Source: an optimization exercise on an open RTL-to-GDS flow (aim: small area, a short achievable clock period and few clock cycles per item). Production flows keep margins and buffers that such runs may drop. Only simulation tests tie the RTL to the original design; equivalence was not proved.

### flow/design.v
`timescale 1ns / 1ps
module FloatALUUnit(
    input             clk,
    input             rst,
    input             in_valid,
    output            in_ready,
    input      [1:0]  oper,
    input      [31:0] n1,
    input      [31:0] n2,
    output reg        out_valid,
    output reg [31:0] result,
    output reg        LessThan,
    output reg        Overflow,
    output reg        Underflow,
    output reg        Exception
    );
assign in_ready = 1'b1;
localparam N1 = 6, N2 = 7, N3 = 7, N4 = 5;    
reg        v1;
reg [1:0]  op1;
reg [31:0] a1, b1;
always @(posedge clk) begin
    v1  <= rst ? 1'b0 : in_valid;
    op1 <= oper;
    a1  <= n1;
    b1  <= n2;
end
wire        sa = a1[31], sb = b1[31];
wire [7:0]  e1 = a1[30:23], e2 = b1[30:23];
wire        h  = |e1;
wire [23:0] A  = {h, a1[22:0]};
wire [23:0] B  = {h, b1[22:0]};
wire        exc_ab = (&e1) | (&e2);
wire [8:0]  ediff = {1'b0, e1} - {1'b0, e2};
wire        isGT  = ~ediff[8];
wire [7:0]  ad    = isGT ? ediff[7:0] : (8'd0 - ediff[7:0]);
wire [7:0]  Ebig  = isGT ? e1 : e2;
wire [23:0] big   = isGT ? A : B;
wire [23:0] sml   = isGT ? B : A;
wire [23:0] shd   = sml >> ad;
wire [24:0] asum  = {1'b0, big} + {1'b0, shd};
wire [24:0] adif  = {1'b0, big} - {1'b0, shd};
wire [23:0] adifn = shd - big;
wire        bge   = ~adif[24];
wire        deq   = (adif[23:0] == 24'd0);
wire        mcmp  = isGT ? bge : (~bge | deq);       
wire [23:0] aabs  = bge ? adif[23:0] : adifn;
wire        ro    = op1[0] ^ sa ^ sb;
wire        acar  = ~ro & asum[24];
wire [23:0] ax    = ro ? aabs : asum[23:0];
wire [27:0] anrm;
Norm24 NA(.x(ax), .y(anrm));
wire [22:0] acM   = asum[23:1] + {22'd0, asum[0]};
wire [22:0] aM    = acar ? acM : anrm[22:0];
wire [4:0]  ash   = acar ? 5'd0 : anrm[27:23];
wire [7:0]  anE   = acar ? Ebig + 8'd1 : Ebig;
wire [8:0]  aE    = {1'b0, anE} - {4'd0, ash};
wire        aUf   = aE[8];
wire        aOv   = (Ebig == 8'd254) & (ash == 5'd0);
wire        asg   = ro ? (sa ~^ mcmp) : sa;
wire        lt    = (sa ^ sb) ? sa : (sa ~^ mcmp);
wire [47:0] P    = A * B;
wire        p47  = P[47];
wire        mrnd = p47 ? |P[23:0] : |P[22:0];
wire [22:0] mM   = (p47 ? P[46:24] : P[45:23]) + {22'd0, mrnd};
wire [9:0]  mEs  = {2'd0, e1} + {2'd0, e2} + {9'd0, p47};
wire [9:0]  mEf  = mEs - 10'd127;
wire        mUf  = mEf[9];
wire        mOv  = ~mEf[9] & mEf[8];
wire        ismul = op1 == 2'd2;
wire        isdiv = op1 == 2'd3;
wire [31:0] r4  = ismul ? {sa ^ sb, mEf[7:0], mM} : {asg, aE[7:0], aM};
wire        fOv = ismul ? mOv : aOv;
wire        fUf = ismul ? mUf : aUf;
wire        fEx = exc_ab;
wire [31:0] nres = fOv ? {r4[31], 8'hff, 23'd0} :
                   fUf ? {r4[31], 31'd0} :
                   fEx ? 32'hffffffff : r4;
wire        dExc = exc_ab | ~|b1[30:0];
wire [7:0]  subE = e1 - e2;
wire [27:0] dn1, dn2;
Norm24 ND1(.x(A), .y(dn1));
Norm24 ND2(.x(B), .y(dn2));
wire [7:0]  tE1  = subE + 8'd127 - {3'd0, dn1[27:23]};
wire [8:0]  tE2  = {1'b0, tE1} + {4'd0, dn2[27:23]};
wire [26:0] s_1, c_1;
wire [N1-1:0] qp_1, qn_1;
SrtChain #(.N(N1)) C1(.s2({3'b000, 1'b1, dn1[22:0]}), .c2(27'd0), .dm(dn2[22:0]),
                      .so(s_1), .co(c_1), .qp(qp_1), .qn(qn_1));
reg        v2, isd2, lt2;
reg [26:0] s2r, c2r;
reg [22:0] dm2;
reg [N1-1:0] qp2, qn2;
reg [8:0]  tE2r2;
reg        dsg2, dex2;
always @(posedge clk) begin
    v2    <= rst ? 1'b0 : v1;
    isd2  <= isdiv;
    lt2   <= lt;
    s2r   <= s_1;
    c2r   <= c_1;
    dm2   <= isdiv ? dn2[22:0] : nres[22:0];
    tE2r2 <= isdiv ? tE2 : nres[31:23];
    dsg2  <= sa ^ sb;
    dex2  <= dExc;
    qp2   <= isdiv ? qp_1 : {fOv, fUf, fEx, 3'b000};
    qn2   <= qn_1;
end
wire [26:0] s_2, c_2;
wire [N2-1:0] qp_2, qn_2;
SrtChain #(.N(N2)) C2(.s2({s2r[25:0], 1'b0}), .c2({c2r[25:0], 1'b0}), .dm(dm2),
                      .so(s_2), .co(c_2), .qp(qp_2), .qn(qn_2));
reg        v3, isd3, lt3;
reg [26:0] s3r, c3r;
reg [22:0] dm3;
reg [N1+N2-1:0] qp3, qn3;
reg [8:0]  tE2r3;
reg        dsg3, dex3;
always @(posedge clk) begin
    v3 <= rst ? 1'b0 : v2;
    isd3 <= isd2; lt3 <= lt2;
    s3r <= s_2; c3r <= c_2; dm3 <= dm2;
    qp3 <= {qp2, qp_2}; qn3 <= {qn2, qn_2};
    tE2r3 <= tE2r2; dsg3 <= dsg2; dex3 <= dex2;
end
wire [26:0] s_3, c_3;
wire [N3-1:0] qp_3, qn_3;
SrtChain #(.N(N3)) C3(.s2({s3r[25:0], 1'b0}), .c2({c3r[25:0], 1'b0}), .dm(dm3),
                      .so(s_3), .co(c_3), .qp(qp_3), .qn(qn_3));
reg        v4, isd4, lt4;
reg [26:0] s4r, c4r;
reg [22:0] dm4;
reg [N1+N2+N3-1:0] qp4, qn4;
reg [8:0]  tE2r4;
reg        dsg4, dex4;
always @(posedge clk) begin
    v4 <= rst ? 1'b0 : v3;
    isd4 <= isd3; lt4 <= lt3;
    s4r <= s_3; c4r <= c_3; dm4 <= dm3;
    qp4 <= {qp3, qp_3}; qn4 <= {qn3, qn_3};
    tE2r4 <= tE2r3; dsg4 <= dsg3; dex4 <= dex3;
end
wire [26:0] s_4, c_4;
wire [N4-1:0] qp_4, qn_4;
SrtChain #(.N(N4)) C4(.s2({s4r[25:0], 1'b0}), .c2({c4r[25:0], 1'b0}), .dm(dm4),
                      .so(s_4), .co(c_4), .qp(qp_4), .qn(qn_4));
wire [26:0] wfin = s_4 + c_4;
wire        wneg = wfin[26];
wire [24:0] Qp   = {qp4, qp_4};
wire [24:0] Qn   = {qn4, qn_4};
wire [24:0] Q    = Qp - Qn - {24'd0, wneg};
wire        q24  = Q[24];
wire [22:0] dM   = q24 ? Q[23:1] : Q[22:0];
wire [7:0]  E3   = tE2r4[7:0] - 8'd1;
wire        E3c  = |tE2r4[7:0];
wire [7:0]  dE   = q24 ? tE2r4[7:0] : E3;
wire        dOv  = q24 ? 1'b0 : (tE2r4[8] & E3c);
wire        dUf  = q24 ? ~tE2r4[8] : ~(tE2r4[8] | E3c);
wire [31:0] dres = dOv ? {dsg4, 8'hff, 23'd0} :
                   dUf ? {dsg4, 31'd0} :
                   dex4 ? 32'hffffffff : {dsg4, dE, dM};
localparam QT = N1 + N2 + N3 - 1;
always @(posedge clk) begin
    out_valid <= rst ? 1'b0 : v4;
    LessThan  <= lt4;
    if (isd4) begin
        result <= dres; Overflow <= dOv; Underflow <= dUf; Exception <= dex4;
    end else begin
        result <= {tE2r4, dm4}; Overflow <= qp4[QT]; Underflow <= qp4[QT-1];
        Exception <= qp4[QT-2];
    end
end
endmodule
module Norm24(input [23:0] x, output reg [27:0] y);    
integer k;
reg [4:0] z;
reg found;
always @* begin
    z = 5'd0; found = 1'b0;
    for (k = 23; k >= 0; k = k - 1)
        if (!found && x[k]) begin z = 23 - k; found = 1'b1; end
    if (!found || z == 5'd19)
        y = 28'd0;
    else
        y = {z, x[22:0] << z};
end
endmodule
module SrtChain #(parameter N = 1) (input [26:0] s2, input [26:0] c2, input [22:0] dm,
    output [26:0] so, output [26:0] co, output [N-1:0] qp, output [N-1:0] qn);
wire [26:0] ss [0:N];
wire [26:0] cs [0:N];
wire [26:0] sl, cl;
assign ss[0] = s2;
assign cs[0] = c2;
genvar g;
generate for (g = 0; g < N; g = g + 1) begin : st
    wire [26:0] sn, cn;
    SrtStep S(.s2(ss[g]), .c2(cs[g]), .dm(dm), .so(sn), .co(cn), .p(qp[N-1-g]), .n(qn[N-1-g]));
    assign ss[g+1] = {sn[25:0], 1'b0};
    assign cs[g+1] = {cn[25:0], 1'b0};
    if (g == N-1) begin : last
        assign sl = sn;
        assign cl = cn;
    end
end endgenerate
assign so = sl;
assign co = cl;
endmodule
module SrtStep(input [26:0] s2, input [26:0] c2, input [22:0] dm,
               output [26:0] so, output [26:0] co, output p, output n);
wire [3:0]  y = s2[26:23] + c2[26:23];
assign p = ~y[3];
assign n = y[3] & ~&y;
wire [26:0] d = {3'b000, 1'b1, dm};
wire [26:0] a = p ? ~d : n ? d : 27'd0;
assign so = s2 ^ c2 ^ a;
assign co = {(s2[25:0] & c2[25:0]) | (s2[25:0] & a[25:0]) | (c2[25:0] & a[25:0]), p};
endmodule
### flow/run.sh
#!/bin/bash
# synth_recipe.tcl (not shown) runs the flow's synth.tcl, then flattens the netlist and writes it again
# the make line also repeats each setting of config.mk as NAME=value (left out here)
make -C /OpenROAD-flow-scripts/flow DESIGN_CONFIG=/design/flow/config.mk WORK_HOME=/design/flow/orfs CLKGATE_MAP_FILE= SYNTH_SCRIPT=/design/flow/synth_recipe.tcl finish
### flow/config.mk
export PLATFORM = sky130hd
export DESIGN_NAME = FloatALUUnit
export DESIGN_NICKNAME = FloatALUUnit
export VERILOG_FILES = /design/flow/design.v
export SDC_FILE = /design/flow/constraint.sdc
export NUM_CORES = 4
export LEC_CHECK = 0
export CAP_MARGIN = 20
export CORE_MARGIN = 2
export CORE_UTILIZATION = 40
export SLEW_MARGIN = 20
### flow/constraint.sdc
create_clock -name core_clock -period 100.0 [get_ports {clk}]
set_input_delay 20.0000 -clock core_clock [delete_from_list [all_inputs] [get_ports {clk}]]
set_output_delay 20.0000 -clock core_clock [all_outputs]
set_load 0.01 [all_outputs]
==> run summary <==
==> layout make-up <==
type | instances | area share, %
Timing Repair Buffer | 232 | 2.75
Tap cell | 2218 | 3.80
Clock buffer | 67 | 2.02
Antenna cell | 3 | 0.0103
Multi-Input combinational cell | 5904 | 71.9
Sequential cell | 441 | 12.1
Clock inverter | 30 | 0.560
Inverter | 1339 | 6.88
==> path summary, 6_finish.rpt <==
check	slack, ns	cells after the start	endpoint
worst max register to register	78.88	86	result[1]
worst min-delay path	0.29	0	tE2r3[6]
worst max-delay path	78.44	1	result[9]
worst min register to register	0.29	0	tE2r3[6]
==> routing by layer <==
| layer | track usage, % | wire (um) |
|---|---|---|
| met4 | 10.6 | 10800 |
| met2 | 43.7 | 108000 |
| met3 | 3.35 | 12800 |
| met5 | 0 | 10 |
| met1 | 32.5 | 92200 |
==> per-stage QoR <==
stage	setup WS (ns)	cell area, sq um
after floorplan	79.67	68100
after global placement	78.98	71100
after detailed placement	78.71	71200
after CTS	78.41	73100
after global routing	77.15	73100
final	78.44	73100
==> registers in the layout (all words and copies together), names as in the netlist, 2 cells and up <==
register  flops
c3r          24
c4r          24
b1           32
dm3          23
qp3          13
s2r          26
s3r          26
qp4          20
tE2r4         9
qp2           6
s4r          26
a1           32
qn2           5
qn3          12
dm4          23
tE2r3         9
c2r          25
qn4          19
result       32
dm2          23
op1           2
tE2r2         9
==> synthesized netlist by cell type (all sizes together), types with 40 or more instances <==
library cell	n
a211oi	48
a21o	93
a21oi	629
a31oi	46
and2	222
buf	71
clkbuf	404
dfxtp	441
fa	1052
ha	487
inv	1334
mux2i	236
nand2	911
nand2b	40
nand3	110
nor2	611
nor2b	53
nor3	81
o21a	43
o21ai	361
xnor2	186
xor2	103
==> logic make-up (layout without fill, tap and decap cells) <==
family / after synthesis / in the layout
other: 1 / 4
DFF: 441 / 441
muxes: 276 / 276
xor gates and xnor gates: 289 / 289
and+or+nand+nor: 2210 / 2210
buffers and inverters: 1814 / 1668
AOI/OAI and AO/OA: 1589 / 1589
adders and majority gates: 1539 / 1539
==> flow_summary.toml <==
[run_status]
status = "no timing/DRC/antenna violations"

[cells_and_area]
drive_above_1_share_pct = 4.49
stdcell_count = 10234
multiInputGateArea_sq_mm = 0.0526
fin_nets = 9578
final_common_cell = "inv_1"
seq_area_sq_mm = 0.00883
post-route-util_pct = 43.2
num-fill-cells = 16892
synthToLayoutAreaGrowth_pct = 7.33
final_cell_mix = "inv_1, fa_1, nand2_1, a21oi_1, nor2_1"

[cts]
ctsLongestPathBuffers = 3
cts_tree = "done"
hold_buffers = 0
clk_pin_slew_worst_paths_ns = 0.06
cts_resized = 0
cts_buffers = 52
cts_root_buffer = "clkbuf_16"
clk_latency_ns = 0.69
clock_sinks = 441
postCtsSetupBuffers = 0
htreeDepth = 2

[route]
drc_errors = 0
vias = 56239
vias_per_cell = 5.50
antenna_left = 0
initialDrtViolationCount = 4230
drt_pass1_iterations = 6
wirelength_mm = 223
wl_per_cell_um = 21.8

[worst_setup_path]
start_kind = "register"
end_kind = "output pin"
path_class = "register to output pin"
regToRegStartpoint = "c4r[23]"
cp_slowest_cell = "clkdlybuf4s50_1"
arrival_ns = 1.56
crit_buf_inv = 1
path_delay_family = "buffers and inverters"
worstPathCellList = "clkdlybuf4s50_1"
path_max_fanout = 1
critPathRequiredTime_ns = 80.00
crit_start = "result[9]"
slowest_delay_ns = 0.55

[synth]
synth_xor_area_share_pct = 3.86
ys_seq_area_share_pct = 13.0
synthDistinctLibCells = 114
synth_top_family_by_area = "adder cells"
ys_warn_count = 5
synthTopCellsByArea = "fa_1, dfxtp_1, ha_1"
synth_ff_type = "dfxtp_1"
synth_edf_count = 0
syn-mean-instance-area_sq_um = 8.35
synthAdderAreaFrac_pct = 39.9
muxShareOfSynthArea_pct = 4.15
syn_nets = 9767
synth_top_cell_by_area = "fa_1"
synth.top_cell.area_share_pct = 30.9
synth_area_sq_mm = 0.0681
netlist_instances = 8159
synth-compound-area-share_pct = 14.4
ys_seq_elements = 441
ys_async_sr_fraction_pct = 0
synthSimpleGateAreaFrac_pct = 14.6

[floorplan]
die_x_um = 417
start_util_pct = 40.2
dieArea_sq_mm = 0.174
num_rows = 151
fp.dieH_um = 417
fp.coreArea_sq_mm = 0.169
io-pin-count = 107

[global_routing]
grt_max_degree = 56
grt_pass1_vias = 57771
grt_pass1_wl_mm = 345
grt-ovfl-total = 0
grt_antenna_before_repair = 4
track_usage_pct = 25.6

[sta]
fmax_mhz = 46.4
fin_tns_setup_ns = 0
finClkSkew_ns = 0.0639
fin_crit_sh_pct = 21.6
drv_slew = 0
setup_viol = 0
tightestPinTransition_ns = 1.23
hold_viol = 0
rsz0062_at_grt = "no"
min_period_ns = 21.56
hold-worst-slack_ns = 0.292
slew_headroom_pct = 17.2

[place]
placedCellCount = 10133
routabilityCongestion = 0.975
dp.final_hpwl_mm = 176
io_buffer_count = 105

[run]
cap_violations = 0

[hold_path]
min_from = "tE2r2[6]"
hold_class = "register to register"
Testbench counts, summed over its fixed seeds: cycles 32,040, items 32,000.

[what the ideal ports hide]
The flow's constraints put no driver on any port. The routed layout listed below was extracted and timed again, unchanged, in two steps.
Step 1 sets driving cells, clkbuf_16 on the clock port and buf_2 on the other inputs (assumed; they add their load-dependent delay and slew).
Step 2 moves the port delays by t, midway between the first and last clock arrival at a register: inputs arrive t later, outputs are due t later. That takes back most of the time a late clock gives input paths.
a / b / c = no drivers / after step 1 / after step 2; a / b = the first two.
shift t [ns]: 0.734
setup slack, ns: 78.436 / 78.364 / 78.885
worst hold slack (ns): 0.292 / 0.292 / 0.292
worst setup path after step 2: register to register
clock arrival spread, ns: 0.064 / 0.064
After both steps this run still meets setup and hold. The setup slack of this run moves by -0.072 ns with the drivers and by +0.449 ns with both steps.
